What follows belongs to an exercise in optimizing a design on an open flow for small area, a short achievable clock period and few clock cycles; a production flow would make more cautious choices. At most, simulation tests tie the RTL to the original design; equivalence was not proved. No activity file was given, so power comes from the tool's default toggle rates.

## signed_right_shift_mplier
module signed_right_shift_mplier #(
    parameter N = 32
)(
    input                 clk,
    input                 rst_n,       
    input    [N-1:0]      mcand,
    input    [N-1:0]      mplier,
    output   [2*N-1:0]    product,
    output                done
);
For scale: ~1,300 cells after synthesis, about 200 flip-flops.
==> flow/config.mk <==
export PLATFORM = sky130hd
export DESIGN_NAME = signed_right_shift_mplier
export DESIGN_NICKNAME = signed_right_shift_mplier
export VERILOG_FILES = /design/flow/design.v
export SDC_FILE = /design/flow/constraint.sdc
export NUM_CORES = 4
export LEC_CHECK = 0
export CAP_MARGIN = 20
export CORE_MARGIN = 2
export CORE_UTILIZATION = 60
export PLACE_DENSITY = 0.7
export SETUP_SLACK_MARGIN = 2.85
export SLEW_MARGIN = 20
export SYNTH_HIERARCHICAL = 1
==> flow/constraint.sdc <==
create_clock -name core_clock -period 5.0 [get_ports {clk}]
set_input_delay 1.0000 -clock core_clock [delete_from_list [all_inputs] [get_ports {clk}]]
set_output_delay 1.0000 -clock core_clock [all_outputs]
set_load 0.01 [all_outputs]
standard.sh (not shown) runs the stock make flow with config.mk's settings and CLKGATE_MAP_FILE= SYNTH_SCRIPT=/design/flow/synth_recipe.tcl, a recipe that flattens the netlist after the stock synthesis.
==> flow/flow/run.sh <==
#!/bin/bash
# Standard ORFS layout, but with small buffers on the ports instead of the
# delay cells buffer_ports picks by default.  Each tool's output is logged
# by ORFS under orfs/logs; make's own output goes to flow_make.log.
set -euo pipefail
export BUFFER_PORTS_ARGS="-buffer_cell sky130_fd_sc_hd__buf_1"
bash standard.sh > flow_make.log 2>&1
The first run finished with timing, DRC and antenna clean.
Testbench counts at the start, summed over its fixed seeds: cycles 48,000.
Next try:
- CORE_UTILIZATION: 60 -> 40
- CTS_CLUSTER_SIZE: unset -> 40
- PLACE_DENSITY: 0.7 -> unset
- SETUP_SLACK_MARGIN: 2.85 -> 2.8
After rerunning: Routed wire length went up by 3.1%; die area went up by about 50%; cell area went up by 0.38%.
Next try:
- CORE_UTILIZATION: 40 -> 60
- CTS_CLUSTER_DIAMETER: unset -> 50
- CTS_CLUSTER_SIZE: 40 -> unset
- PLACE_DENSITY: unset -> 0.7
Clock-buffer cell count is unchanged.
Hold slack gets better by 0.0072 ns.
Die area is lower by about 33%.
Next try:
- CORE_UTILIZATION: 60 -> 70
- CTS_CLUSTER_DIAMETER: 50 -> unset
- PLACE_DENSITY: 0.7 -> 0.8
After rerunning: Maximum frequency went down by 0.31%; routed wire length grows by 2.3%; power climbs by 0.59%; design area is about the same.
Next try:
- CORE_UTILIZATION: 70 -> 60
- GPL_TIMING_DRIVEN: unset -> 1
- PLACE_DENSITY: 0.8 -> 0.7
- sequential cell count stays the same
- register-to-register slack hardly moves
- worst setup slack is better by 0.0069 ns
- global-route usage came out lower by 4.3 points
- die area increases by 16%
- via count came out lower by 3.0%
- wire length decreases by 2.3%
Next try:
- GPL_TIMING_DRIVEN: 1 -> unset
Result: The changed run completed without violations; synthesized cell count stays the same; via count does not change; synthesized area stays the same; worst setup slack stays the same; power is unchanged; sequential power barely changes; maximum frequency does not change; global-route usage does not change; worst hold slack stays the same; final area does not change; register-to-register slack hardly moves.

---

Another version of the RTL of signed_right_shift_mplier (not shown whole).
For scale: roughly 1300 cells after synthesis, ~130 I/O pins, roughly 14000 µm² of cells after synthesis.
Settings: LEC_CHECK=0, CAP_MARGIN=20, CORE_MARGIN=2, CORE_UTILIZATION=40, SETUP_SLACK_MARGIN=2.8, SLEW_MARGIN=20, SYNTH_HIERARCHICAL=1; clock period 5.0 ns.
Scripts as last shown in full above: flow/flow/run.sh
The baseline finished with timing, DRC and antenna clean.
Testbench counts at the start, summed over its fixed seeds: cycles 48,000.
Next try:
SETUP_SLACK_MARGIN = 3.2   (was 2.8)
Outcome: Maximum frequency fell slightly; non-clock buffer count rises by 159; total power climbs by about a fifth; cell count is higher by a little under a tenth; critical path depth does not change; clock power climbs by a few percent; via count rises by roughly a tenth; synthesized cell count does not change; count of clock-buffer cells in the layout is unchanged.
Next try:
SETUP_SLACK_MARGIN = 3.0   (was 3.2)
Result:
- design area fell by a few percent
- clock skew rose by 0.0040 ns
- critical path depth stays the same
- routed wire length rose slightly
- sequential share of layout area rose by 1.0 points
- worst setup slack degrades by 0.010 ns
- utilization fell by 3.0 points
- count of clock-buffer cells in the layout rose by 1
Next try:
SETUP_SLACK_MARGIN = 2.5   (was 3.0)
=> Power fell by 14%; final cell count fell by 8.9%; first-iteration DRC count fell by about 19%; worst hold slack improves by 0.0083 ns; routed wire length fell by 18%; global-route usage fell by 1.3 points; critical path depth fell by 3; sequential cell count stays the same; maximum frequency fell by 8.6%; utilization fell by 11 points; register-to-register slack degrades by 0.20 ns.

---

the previous run:
signed_right_shift_mplier, a different RTL version from the one above (not shown whole).
Size: roughly 200 flip-flops, roughly 130 I/O pins.
Settings: LEC_CHECK=0, CAP_MARGIN=20, CORE_MARGIN=2, CORE_UTILIZATION=40, CTS_BUF_LIST=sky130_fd_sc_hd__clkbuf_4 sky130_fd_sc_hd__clkbuf_8, SETUP_SLACK_MARGIN=2.5, SLEW_MARGIN=20, SYNTH_HIERARCHICAL=1; clock period 5.0 ns.
Scripts as last shown in full above: flow/flow/run.sh
The previous run was carried through to the last stage, and its layout satisfied the timing, design-rule and antenna checks.
diff inputs: the previous run => the current run
diff --git a/flow/config.mk b/flow/config.mk
--- a/flow/config.mk
+++ b/flow/config.mk
@@ -10,2 +10,2 @@
-export CORE_UTILIZATION = 40
-export CTS_BUF_LIST = sky130_fd_sc_hd__clkbuf_4 sky130_fd_sc_hd__clkbuf_8
+export CORE_UTILIZATION = 65
+export PLACE_DENSITY = 0.75
==> comparison <==
For the growth of design area from synthesis to finish, the current run came in 0.60 points lower than the previous run did. The current run ends up with a post-layout total power that is about 1.9% higher than in the previous run. The current run: final instance area is 0.53% lower than what the previous run reported. Count of unique library cells instantiated by Yosys: the previous run vs the current run identical. The time the worst path needs with I/O delays and setup reported for the current run is greater than that of the previous run by 18 ps. The current run ends up with a setup slack that is 18 ps lower than in the previous run. | hold slack | the previous run vs the current run | ≈ equal |. Diff the previous run and the current run: cell depth of the worst setup path lower in the previous run.
Function was not checked in any run of this note: the RTL went through the layout flow alone.

---

RTL: one of the versions met above, not the one the previous note started from.
Size: about 130 I/O pins, ~14000 um2 of cells after synthesis.
==> flow/design.v (excerpt) <==
module signed_right_shift_mplier #(
    parameter N = 32
)(
    input                 clk,
    input                 rst_n,       
    input    [N-1:0]      mcand,
    input    [N-1:0]      mplier,
    output   [2*N-1:0]    product,
    output                done
);
    reg  [31:0] mc;           
    reg  [31:0] pl;           
    reg  [3:0]  e_one, e_two, e_neg;   
    reg  [32:0] S, C;         
    reg  [7:0]  sl, cl;       
    reg         cin;          
    reg  [31:0] ph;           
    reg  [3:0]  e_onen, e_twon, e_negn;   
    reg         first;        
    reg         firstn;       
    reg  [2:0]  cnt;
    reg         done_r;
    function [11:0] benc(input [8:0] b);
        integer k;
        reg x2, x1, x0;
        begin
            for (k = 0; k < 4; k = k + 1) begin
                x2 = b[2*k+2]; x1 = b[2*k+1]; x0 = b[2*k];
                benc[k]     = x1 ^ x0;                               
                benc[4+k]   = (x2 & ~x1 & ~x0) | (~x2 & x1 & x0);    
                benc[8+k]   = x2;                                    
            end
        end
    endfunction
    wire [11:0] enc_start = benc({mplier[7:0], 1'b0});
    wire [11:0] enc_next  = benc(pl[15:7]);
    wire [32:0] mx  = {mc[31], mc};
  ...
clock: 5.0 ns
lec_check: 0
cap_margin: 20
core_margin: 2
core_utilization: 40
setup_slack_margin: 2.8
slew_margin: 20
synth_hierarchical: 1
Scripts as last shown in full above: flow/flow/run.sh
Testbench counts at the start, summed over its fixed seeds: cycles 48,000.
Rerun with:
Settings changed: SETUP_SLACK_MARGIN 2.8 to 2.6.
Effect: Utilization falls by 1.7 points. Power falls by a few percent. Design area falls by a few percent. Sequential share of layout area rises by 0.71 points. Fmax falls by a few percent. Global-route usage falls by 0.53 points. Final cell count falls slightly. Routed wire length falls by a few percent. Clock-buffer cell count is unchanged.
Rerun with:
Settings changed: CTS_BUF_LIST from default to sky130_fd_sc_hd__clkbuf_8, CTS_CLUSTER_SIZE from default to 30, SETUP_SLACK_MARGIN 2.6 to 2.8.
The changed run ran to the end with no violations.
Fmax rose by 7.3%.
Setup slack improves by 0.16 ns.
Synthesized cell count stays the same.
Die area does not change.
Wire length increases by 4.2%.
Global-route usage went up by 0.52 points.
Power hardly moves.
Final area is higher by 3.3%.
First-iteration DRC count goes down by 23%.
Clock-buffer cell count goes down by 1.

---

Another version of the RTL of signed_right_shift_mplier (not shown whole).
Size: roughly 1200 cells after synthesis, ~190 flip-flops, ~130 I/O pins, roughly 14000 sq um of cells after synthesis.
clock: 5.0 ns
lec_check: 0
cap_margin: 20
core_margin: 2
core_utilization: 40
setup_slack_margin: 2.5
slew_margin: 20
synth_hierarchical: 1
==> flow/flow/run.sh <==
#!/bin/bash
# Standard ORFS layout with two cell choices changed: small buffers on the
# ports instead of the delay cells buffer_ports picks by default, and no
# full/half-adder cells (ADDER_MAP_FILE empty), so abc maps the carry-save
# tree to XOR gates.  ORFS logs each tool under orfs/logs; make's own output
# goes to flow_make.log.
set -euo pipefail
export BUFFER_PORTS_ARGS="-buffer_cell sky130_fd_sc_hd__buf_1"
export ADDER_MAP_FILE=
bash standard.sh > flow_make.log 2>&1
Testbench counts at the start, summed over its fixed seeds: cycles 48,000.
Rerun with:
==> flow/flow/run.sh (replaced) <==
#!/bin/bash
# Standard ORFS layout, but with small buffers on the ports instead of the
# delay cells buffer_ports picks by default.  Each tool's output is logged
# by ORFS under orfs/logs; make's own output goes to flow_make.log.
set -euo pipefail
export BUFFER_PORTS_ARGS="-buffer_cell sky130_fd_sc_hd__buf_1"
bash standard.sh > flow_make.log 2>&1
Settings changed: SETUP_SLACK_MARGIN 2.5 to unset.
Routed wire length drops by 12%.
Clock power climbs by about 5%.
Design area drops by 12%.
Core utilization drops by 0.38 points.

---

old:
RTL: one of the versions met above, not the one the previous note started from.
Size: roughly 1,200 cells after synthesis, roughly 130 I/O pins.
Settings: LEC_CHECK=0, CAP_MARGIN=20, CORE_MARGIN=2, CORE_UTILIZATION=40, SETUP_SLACK_MARGIN=2.5, SLEW_MARGIN=20, SYNTH_HIERARCHICAL=1; clock period 5.0 ns.
==> flow/flow/run.sh <==
#!/bin/bash
# Standard ORFS layout with two cell choices changed: small buffers on the
# ports instead of the delay cells buffer_ports picks by default, and no
# full/half-adder cells (ADDER_MAP_FILE empty), so abc maps the carry-save
# tree to XOR gates.  ORFS logs each tool under orfs/logs; make's own output
# goes to flow_make.log.
set -euo pipefail
export BUFFER_PORTS_ARGS="-buffer_cell sky130_fd_sc_hd__buf_1"
export ADDER_MAP_FILE=
bash standard.sh > flow_make.log 2>&1
Input-level comparison between new and old:
==> flow/flow/run.sh <==
#!/bin/bash
# Standard ORFS layout, but with small buffers on the ports instead of the
# delay cells buffer_ports picks by default.  Each tool's output is logged
# by ORFS under orfs/logs; make's own output goes to flow_make.log.
set -euo pipefail
export BUFFER_PORTS_ARGS="-buffer_cell sky130_fd_sc_hd__buf_1"
bash standard.sh > flow_make.log 2>&1
==> run notes <==
Post-synthesis share of cell area spent on xor and xnor gates: old and new compared, lower one is new. Growth of design area from synthesis to finish in new is 4.3 points above old. Going from old to new, cell count after synthesis now smaller, final worst setup slack now smaller, proportion of cell area occupied by registers now larger, average detailed-routed wire length per instance now smaller. new improves on old in floorplan die area. Critical-path maximum fanout delta for new relative to old: 17 lower. Taking old as the reference point, the wire length of the first global-routing pass of new falls by about 12%. Between old and new, the flow reports number of combinational gates with multiple inputs decreasing by more than 10%.
No run of this note included a check of the RTL's function; only the layout flow was run.

what the ideal ports hide:
No port has a modelled driver above. Below, the same layouts with a new extraction and two added sets of constraints. Step 1 assumes that a clkbuf_16 drives the clock port and a buf_2 every other input. Step 2 also shifts input and output timing later by t, the mid clock arrival at the registers, as if the neighbouring blocks saw the same clock. a / b / c = ideal / step 1 / step 2; a / b = the first two.
run | shift t [ns] | setup WS [ns] | clock arrival spread, ns
the first run of note 1 | 0.482 | 2.810 / 2.810 / 2.554 | 0.013 / 0.013
the second run of note 1 | 0.498 | 2.819 / 2.805 / 2.588 | 0.012 / 0.013
the third run of note 1 | 0.484 | 2.823 / 2.787 / 2.514 | 0.013 / 0.013
the fourth run of note 1 | 0.486 | 2.816 / 2.776 / 2.577 | 0.017 / 0.017
the fifth run of note 1 | 0.484 | 2.823 / 2.787 / 2.514 | 0.013 / 0.013
the sixth run of note 1 | 0.484 | 2.823 / 2.787 / 2.514 | 0.013 / 0.013
the first run of note 2 | 0.505 | 2.785 / 2.734 / 2.608 | 0.014 / 0.014
the second run of note 2 | 0.514 | 2.767 / 2.714 / 2.797 | 0.010 / 0.011
the third run of note 2 | 0.508 | 2.757 / 2.707 / 2.633 | 0.015 / 0.016
the fourth run of note 2 | 0.497 | 2.546 / 2.496 / 2.440 | 0.013 / 0.013
the previous run | 0.543 | 2.485 / 2.485 / 2.169 | 0.020 / 0.020
the current run | 0.483 | 2.468 / 2.468 / 2.468 | 0.013 / 0.013
the first run of note 4 | 0.498 | 2.819 / 2.805 / 2.588 | 0.012 / 0.013
the second run of note 4 | 0.493 | 2.666 / 2.621 / 2.597 | 0.013 / 0.013
the third run of note 4 | 0.544 | 2.826 / 2.812 / 2.597 | 0.014 / 0.014
the first run of note 5 | 0.498 | 2.535 / 2.535 / 2.300 | 0.012 / 0.012
the second run of note 5 | 0.506 | 1.950 / 1.935 / 1.950 | 0.019 / 0.019
old | 0.504 | 2.562 / 2.562 / 2.297 | 0.016 / 0.017
new | 0.493 | 2.503 / 2.503 / 2.446 | 0.013 / 0.013
After both steps every run listed still meets setup and hold. For the previous run, which loses most, drivers alone change the setup slack by 0.000 ns; drivers and shift together by -0.316 ns.
